Background: an optimization exercise with open tools, aiming at small area, a short achievable clock period and few clock cycles. Do not read the settings as production practice. At most, simulation tests tie the RTL to the original design; equivalence was not proved. Power is estimated from default activity; no workload was simulated.

// jlc3_core
module jlc3_core (
     input  wire        clk_i_w
    ,input  wire        rst_i_w       
    ,input  wire        en_i_w        
    ,output wire        mem_en_o_w
    ,output wire        mem_we_o_w
    ,output wire [15:0] mem_addr_o_w
    ,output wire [15:0] mem_wdat_o_w
    ,input  wire [15:0] mem_rdat_i_w
    ,input  wire        mem_rdy_i_w
);
Size in the first run: about 1500 cells after synthesis, about 170 flip-flops.
==> flow/config.mk <==
export PLATFORM = sky130hd
export DESIGN_NAME = jlc3_core
export DESIGN_NICKNAME = jlc3_core
export VERILOG_FILES = /design/flow/design.v
export SDC_FILE = /design/flow/constraint.sdc
export NUM_CORES = 4
export LEC_CHECK = 0
export ABC_AREA = 1
export CAP_MARGIN = 20
export CORE_MARGIN = 2
export CORE_UTILIZATION = 55
export GPL_ROUTABILITY_DRIVEN = 0
export PLACE_DENSITY = 0.75
export SETUP_SLACK_MARGIN = 3.9
export SLEW_MARGIN = 20
export TNS_END_PERCENT = 100
==> flow/constraint.sdc <==
create_clock -name core_clock -period 8.0 [get_ports {clk_i_w}]
set_input_delay 1.6000 -clock core_clock [delete_from_list [all_inputs] [get_ports {clk_i_w}]]
set_output_delay 1.6000 -clock core_clock [all_outputs]
set_load 0.01 [all_outputs]
standard.sh (not shown) runs the stock make flow with config.mk's settings and CLKGATE_MAP_FILE= SYNTH_SCRIPT=/design/flow/synth_recipe.tcl, a recipe that flattens the netlist after the stock synthesis.
==> flow/flow/run.sh <==
#!/bin/bash
set -euo pipefail
bash standard.sh ADDER_MAP_FILE= finish > standard.log 2>&1
The starting point went through all stages and came out clean.
Testbench counts at the start, summed over its fixed seeds: cycles 25,627.
Edit:
Settings changed: CORE_UTILIZATION 55 to 60, GPL_ROUTABILITY_DRIVEN 0 to default.
The changed run ran to the end with no violations.
Clock-buffer cell count came out lower by 1.
Power came out higher by 2.1%.
Sequential cell count does not change.
Edit:
Settings changed: CORE_UTILIZATION 60 to 55, SETUP_SLACK_MARGIN 3.9 to 3.6, TNS_END_PERCENT 100 to 10.
Die area grows by 8.8%.
Routed wire length falls by 2.3%.
Worst setup slack got worse by 0.27 ns.
Cell area drops by 5.5%.
Total power shrinks by 3.4%.
Synthesized cell count stays the same.
Register-to-register slack improved by 0.02 ns.
Hold slack improved by 0.022 ns.
Final cell count goes down by 2.7%.
Synthesized area stays the same.
Edit:
==> flow/flow/run.sh (replaced) <==
#!/bin/bash
set -euo pipefail
bash standard.sh ADDER_MAP_FILE= "BUFFER_PORTS_ARGS=-buffer_cell sky130_fd_sc_hd__buf_1" finish > standard.log 2>&1
Settings changed: SETUP_SLACK_MARGIN 3.6 to 3.9, TNS_END_PERCENT 10 to 100.
Outcome:
- power hardly moves
- global-route usage is lower by 1.0 points
- area after synthesis is unchanged
- worst setup slack improved by 0.36 ns
- wire length is higher by 1.5%
Edit:
==> flow/flow/run.sh (replaced) <==
#!/bin/bash
set -euo pipefail
bash standard.sh ADDER_MAP_FILE= finish > standard.log 2>&1
Settings changed: CTS_BUF_LIST from default to sky130_fd_sc_hd__clkbuf_4 sky130_fd_sc_hd__clkbuf_8, SETUP_SLACK_MARGIN 3.9 to 3.6.
=> Design area drops by 4.5%. First-iteration DRC count drops by 15%. Sequential power barely changes. Routed wire length went down by 1.9%. Worst setup slack degrades by 0.31 ns. Combinational power barely changes. Non-clock buffer count falls by 46. Via count fell by 3.2%. Register-to-register slack improves by 0.15 ns.

jlc3_core, a different RTL version from the one above (not shown whole).
Size: roughly 1900 cells after synthesis, about 190 flip-flops, ~54 I/O pins.
==> flow/design.v (excerpt) <==
module jlc3_core (
     input  wire        clk_i_w
    ,input  wire        rst_i_w       
    ,input  wire        en_i_w        
    ,output wire        mem_en_o_w
    ,output wire        mem_we_o_w
    ,output wire [15:0] mem_addr_o_w
    ,output wire [15:0] mem_wdat_o_w
    ,input  wire [15:0] mem_rdat_i_w
    ,input  wire        mem_rdy_i_w
);
export LEC_CHECK = 0
export ABC_AREA = 1
export CAP_MARGIN = 20
export CORE_MARGIN = 2
export CORE_UTILIZATION = 55
export PLACE_DENSITY = 0.75
export SETUP_SLACK_MARGIN = 3.6
export SLEW_MARGIN = 20
export TNS_END_PERCENT = 100
create_clock -name core_clock -period 8.0 [get_ports {clk_i_w}]
==> flow/flow/run.sh <==
#!/bin/bash
set -euo pipefail
bash standard.sh ADDER_MAP_FILE= finish > standard.log 2>&1
The starting point finished clean.
Rerun with:
--- a/flow/config.mk
+++ b/flow/config.mk
@@ -11,2 +11,2 @@
-export CORE_UTILIZATION = 55
-export PLACE_DENSITY = 0.75
+export CORE_UTILIZATION = 40
+export PLACE_DENSITY = 0.6
=> Clock power decreases by 4.5%. Synthesized cell count stays the same. Sequential power stays flat. Worst hold slack improved by 0.012 ns. Worst setup slack improved by 0.11 ns. Register-to-register slack improved by 0.08 ns. Total power is about the same. Design area increases by 0.37%. Sequential cell count does not change. Clock skew barely changes. Routed wire length increases by 9.5%.
No run of this note included a check of the RTL's function; only the layout flow was run.

jlc3_core, a different RTL version from the one above (not shown whole).
Size: about 1500 cells after synthesis, ~54 I/O pins.
export LEC_CHECK = 0
export ABC_AREA = 1
export CAP_MARGIN = 20
export CORE_MARGIN = 2
export CORE_UTILIZATION = 65
export PLACE_DENSITY = 0.8
export SETUP_SLACK_MARGIN = 3.6
export SLEW_MARGIN = 20
export TNS_END_PERCENT = 100
create_clock -name core_clock -period 8.0 [get_ports {clk_i_w}]
Scripts as last shown in full above: flow/flow/run.sh
The first run never finished: it broke off in global routing.
Testbench counts at the start, summed over its fixed seeds: cycles 25,627.
Then changed:
==> flow/run.sh (new file) <==
#!/bin/bash
# synth_recipe.tcl (not shown) runs the flow's synth.tcl, then flattens the netlist and writes it again
# the make line also repeats each setting of config.mk as NAME=value (left out here)
make -C /OpenROAD-flow-scripts/flow DESIGN_CONFIG=/design/flow/config.mk WORK_HOME=/design/flow/orfs CLKGATE_MAP_FILE= SYNTH_SCRIPT=/design/flow/synth_recipe.tcl finish
- CORE_UTILIZATION: 65 -> 40
- PLACE_DENSITY: 0.8 -> 0.6
removed: flow/flow/run.sh
removed: flow/standard.sh
With this change the flow completed without violations.
Synthesized cell count fell by 7.2%.
Synthesized area rose by 1.4%.

Setup of run A:
The RTL this note starts from:
==> flow/design.v <==
module jlc3_core (
     input  wire        clk_i_w
    ,input  wire        rst_i_w       
    ,input  wire        en_i_w        
    ,output wire        mem_en_o_w
    ,output wire        mem_we_o_w
    ,output wire [15:0] mem_addr_o_w
    ,output wire [15:0] mem_wdat_o_w
    ,input  wire [15:0] mem_rdat_i_w
    ,input  wire        mem_rdy_i_w
);
    reg [15:0] addr_r;    
    reg [15:0] pc_r;      
    reg        dat_r;     
    reg        dld_r;     
    reg        dst_r;     
    reg        dptr_r;    
    reg        dsti_r;    
    reg [2:0]  dreg_r;    
    reg        n_r;       
    reg        z_r;
    reg [15:0] rf_r [0:7];
    reg        clr_r;     
    integer i;
    function [15:0] add16(input [15:0] a, input [15:0] b, input cin);
        reg [15:0] g, p, gg, pp, gn, pn;
        integer l, k;
        begin
            g = a & b;
            p = a ^ b;
            gg = g;
            gg[0] = g[0] | (p[0] & cin);
            pp = p;
            for (l = 1; l < 16; l = l * 2) begin
                gn = gg;
                pn = pp;
                for (k = 0; k < 16; k = k + 1) begin
                    if (k & l) begin
                        gn[k] = gg[k] | (pp[k] & gg[(k & ~(l - 1)) - 1]);
                        pn[k] = pp[k] & pp[(k & ~(l - 1)) - 1];
                    end
                end
                gg = gn;
                pp = pn;
            end
            add16 = p ^ {gg[14:0], cin};
        end
    endfunction
    wire adv_w = en_i_w & mem_rdy_i_w;
    wire fet_w = ~dat_r & ~clr_r;
    wire [15:0] ins_w = mem_rdat_i_w;
    wire [3:0]  op_w  = ins_w[15:12];
    wire i_br   = (op_w == 4'b0000);
    wire i_add  = (op_w == 4'b0001);
    wire i_and  = (op_w == 4'b0101);
    wire i_not  = (op_w == 4'b1001);
    wire i_ld   = (op_w == 4'b0010);
    wire i_st   = (op_w == 4'b0011);
    wire i_jsr  = (op_w == 4'b0100);
    wire i_ldr  = (op_w == 4'b0110);
    wire i_str  = (op_w == 4'b0111);
    wire i_ldi  = (op_w == 4'b1010);
    wire i_sti  = (op_w == 4'b1011);
    wire i_jmp  = (op_w == 4'b1100);
    wire i_lea  = (op_w == 4'b1110);
    wire i_trap = (op_w == 4'b1111);
    wire i_nop  = (op_w == 4'b1000) | (op_w == 4'b1101);
    wire br_take_w = (ins_w[11] & n_r) | (ins_w[10] & z_r) | (ins_w[9] & ~n_r & ~z_r);
    wire i_jsri = i_jsr & ins_w[11];
    wire pcrel_w = i_br | i_ld | i_st | i_ldi | i_sti | i_lea | i_jsri;
    wire [2:0] ra_w = ins_w[8:6];
    wire [2:0] rb_w = ins_w[2:0];
    reg  [15:0] rda_w;      
    reg  [15:0] opa_w;      
    reg  [15:0] rdb_w;
    reg  [15:0] rdc_w;      
    always @(*) begin
        rda_w = 16'b0;
        rdb_w = 16'b0;
        rdc_w = 16'b0;
        for (i = 0; i < 8; i = i + 1) begin
            rda_w = rda_w | ({16{ra_w == i}} & rf_r[i]);
            rdb_w = rdb_w | ({16{rb_w == i}} & rf_r[i]);
            rdc_w = rdc_w | ({16{dreg_r == i}} & rf_r[i]);
        end
        opa_w = pcrel_w ? addr_r : rda_w;
    end
    wire [15:0] off9_w  = {{7{ins_w[8]}}, ins_w[8:0]};
    wire [15:0] off11_w = {{5{ins_w[10]}}, ins_w[10:0]};
    wire [15:0] off6_w  = {{10{ins_w[5]}}, ins_w[5:0]};
    wire [15:0] imm5_w  = {{11{ins_w[4]}}, ins_w[4:0]};
    wire        isreg_w = (i_add | i_and) & ~ins_w[5];   
    reg  [15:0] opb_w;
    always @(*) begin
        if (isreg_w)
            opb_w = rdb_w;
        else if (i_ldr | i_str)
            opb_w = off6_w;
        else if (i_jsri)
            opb_w = off11_w;
        else if (pcrel_w)
            opb_w = off9_w;
        else
            opb_w = imm5_w;
    end
    wire [15:0] sum_w = add16(opa_w, opb_w, pcrel_w);
    wire [15:0] p_w = opa_w ^ opb_w;
    wire        sumz_w = (p_w[0] == pcrel_w) & (p_w[15:1] == (opa_w[14:0] | opb_w[14:0]));
    wire [15:0] and_w = rda_w & opb_w;
    wire [15:0] pcn_w = add16(addr_r, 16'd0, 1'b1);
    wire f_seq  = i_add | i_and | i_not | i_lea | (i_br & ~br_take_w) | i_nop;
    wire f_sum  = (i_br & br_take_w) | i_jsri | i_ld | i_st | i_ldi | i_sti | i_ldr | i_str;
    wire f_ra   = i_jmp | (i_jsr & ~ins_w[11]);
    wire f_trap = i_trap;
    wire d_pc   = dld_r | dst_r;                
    wire d_rdat = ~dld_r & ~dst_r;              
    wire [15:0] nxt_w = fet_w ? (({16{f_seq}}   & pcn_w)
                               | ({16{f_sum}}   & sum_w)
                               | ({16{f_ra}}    & rda_w)
                               | ({16{f_trap}}  & {8'b0, ins_w[7:0]}))
                              : (({16{d_pc}}    & pc_r)
                               | ({16{d_rdat}}  & mem_rdat_i_w));
    wire wr_sum  = fet_w & (i_add | i_lea);
    wire wr_and  = fet_w & i_and;
    wire wr_not  = fet_w & i_not;
    wire wr_link = fet_w & (i_jsr | i_trap);
    wire wr_mem  = dld_r;
    wire wen_w   = wr_sum | wr_and | wr_not | wr_link | wr_mem;
    wire [2:0]  wa_w = dat_r ? dreg_r : (wr_link ? 3'd7 : ins_w[11:9]);
    wire [15:0] wd_w = ({16{wr_sum}}  & sum_w)
                     | ({16{wr_and}}  & and_w)
                     | ({16{wr_not}}  & ~rda_w)
                     | ({16{wr_link}} & pcn_w)
                     | ({16{wr_mem}}  & mem_rdat_i_w);
    wire        wz_w = (wr_sum  & sumz_w)
                     | (wr_and  & ~|and_w)
                     | (wr_not  & &rda_w)
                     | (wr_link & ~|pcn_w)
                     | (wr_mem  & ~|mem_rdat_i_w);
    always @(posedge clk_i_w) begin
        for (i = 0; i < 8; i = i + 1)
            if (clr_r || (adv_w && wen_w && wa_w == i))
                rf_r[i] <= wd_w;
    end
    always @(posedge clk_i_w or negedge rst_i_w) begin
        if (!rst_i_w) begin
            clr_r <= 1'b1;
            n_r   <= 1'b0;
            z_r   <= 1'b1;
        end else begin
            clr_r <= 1'b0;
            if (adv_w && wen_w) begin
                n_r <= wd_w[15];
                z_r <= wz_w;
            end
        end
    end
    always @(posedge clk_i_w or negedge rst_i_w) begin
        if (!rst_i_w) begin
            addr_r <= 16'b0;
            dat_r  <= 1'b0;
            dld_r  <= 1'b0;
            dst_r  <= 1'b0;
            dptr_r <= 1'b0;
        end else if (adv_w && !clr_r) begin
            addr_r <= nxt_w;
            if (fet_w) begin
                dat_r  <= i_ld | i_ldr | i_st | i_str | i_ldi | i_sti | i_trap;
                dld_r  <= i_ld | i_ldr;
                dst_r  <= i_st | i_str;
                dptr_r <= i_ldi | i_sti;
            end else begin
                dat_r  <= dptr_r;
                dld_r  <= dptr_r & ~dsti_r;
                dst_r  <= dptr_r & dsti_r;
                dptr_r <= 1'b0;
            end
        end
    end
    always @(posedge clk_i_w) begin
        if (adv_w && fet_w) begin
            pc_r   <= pcn_w;
            dreg_r <= ins_w[11:9];
            dsti_r <= op_w[0];
        end
    end
    assign mem_en_o_w   = en_i_w;
    assign mem_we_o_w   = dst_r;
    assign mem_addr_o_w = addr_r;
    assign mem_wdat_o_w = rdc_w;
endmodule
==> flow/config.mk <==
export PLATFORM = sky130hd
export DESIGN_NAME = jlc3_core
export DESIGN_NICKNAME = jlc3_core
export VERILOG_FILES = /design/flow/design.v
export SDC_FILE = /design/flow/constraint.sdc
export NUM_CORES = 4
export LEC_CHECK = 0
export ABC_AREA = 1
export CAP_MARGIN = 20
export CORE_MARGIN = 2
export CORE_UTILIZATION = 55
export PLACE_DENSITY = 0.75
export SETUP_SLACK_MARGIN = 4.1
export SLEW_MARGIN = 20
export TNS_END_PERCENT = 100
==> flow/constraint.sdc <==
create_clock -name core_clock -period 8.0 [get_ports {clk_i_w}]
set_input_delay 1.6000 -clock core_clock [delete_from_list [all_inputs] [get_ports {clk_i_w}]]
set_output_delay 1.6000 -clock core_clock [all_outputs]
set_load 0.01 [all_outputs]
==> flow/flow/run.sh <==
#!/bin/bash
set -euo pipefail
bash standard.sh ADDER_MAP_FILE= finish > standard.log 2>&1
Testbench counts of run A, summed over its fixed seeds: cycles 25,627.
The inputs of run B differ from those of run A as listed below.
- SETUP_SLACK_MARGIN now 3.9, was 4.1
--- outcome ---
- Having completed the whole flow, run B delivered a layout that passed the timing, DRC and antenna checks.
- Number of post-CTS setup repair buffers, run B and run A, lower one = run B.
- Compared run B vs run A, and ratio of final minimum period to clock period is down in run B.
- Combinational power share sits lower in run B than in run A.
- Run B improves on run A in peak clock frequency supported by timing.
- Worst path arrival time was higher in run A than in run B.
- Sequential share of layout area: run B vs run A up 2.6 points
- Compared run B vs run A, and portion of the layout cell area used by non-clock buffers is down in run B.
diff inputs: run B => run C
- changing SETUP_SLACK_MARGIN from 3.9 to 3.6
Findings:
Each of the runs, namely run C and run B, reached the end of the flow and came out clean. Summary of run C over run B: overall via count from detail_route down 322, global-route usage -0.77 points, slew of the pin with the lowest slew margin went up by 0.075 ns, layout overhead on the synthesized area down 4.9 points. Re routed metal-1 wirelength: run B was lower than run C. Compared with run B, run C supports a lower clock frequency. Run C and run B ended up with roughly the same share of the final layout cell area in multi-input gates. Run B reports its endpoint of the worst setup timing path as mem_wdat_o_w[11] while run C reports mem_wdat_o_w[14]. Area: run C vs run B -> run C smaller.

static timing again, ports no longer ideal:
How much do the figures lean on ideal ports? The routed layouts below were timed once more, with nothing changed but the port constraints. Step 1 (the two cells are an assumption about what drives the block):
set clk [get_ports {clk_i_w}]
set_driving_cell -lib_cell sky130_fd_sc_hd__clkbuf_16 $clk
set_driving_cell -lib_cell sky130_fd_sc_hd__buf_2 [delete_from_list [all_inputs] $clk]
Step 2 adds t to the input delays and takes it off the output delays; t is the mean of the earliest and latest rising clock arrival at the registers after step 1. Input paths then give back, and output paths get back, about the clock's delay inside the block. Three values: ideal ports, drivers, drivers and shift; two values: the first two.
run	shift t [ns]	setup WS [ns]	worst data-port slew with drivers (ns)
the first run of note 1	0.491	3.848 / 3.801 / 3.354	0.06
the second run of note 1	0.505	3.804 / 3.753 / 3.424	0.05
the third run of note 1	0.491	3.532 / 3.485 / 3.227	0.04
the fourth run of note 1	0.494	3.891 / 3.853 / 3.398	0.05
the fifth run of note 1	0.532	3.579 / 3.531 / 3.194	0.03
the first run of note 2	0.500	3.594 / 3.539 / 3.330	0.05
the second run of note 2	0.508	3.705 / 3.650 / 3.292	0.04
the second run of note 3	0.497	3.480 / 3.418 / 3.008	0.06
run A	0.500	3.944 / 3.894 / 3.591	0.09
run B	0.498	3.973 / 3.923 / 3.507	0.05
run C	0.490	3.610 / 3.563 / 3.279	0.03
After both steps setup and hold are still met in every run listed. The setup slack of the first run of note 1, which loses most, moves by -0.047 ns with the drivers and by -0.494 ns with both steps.
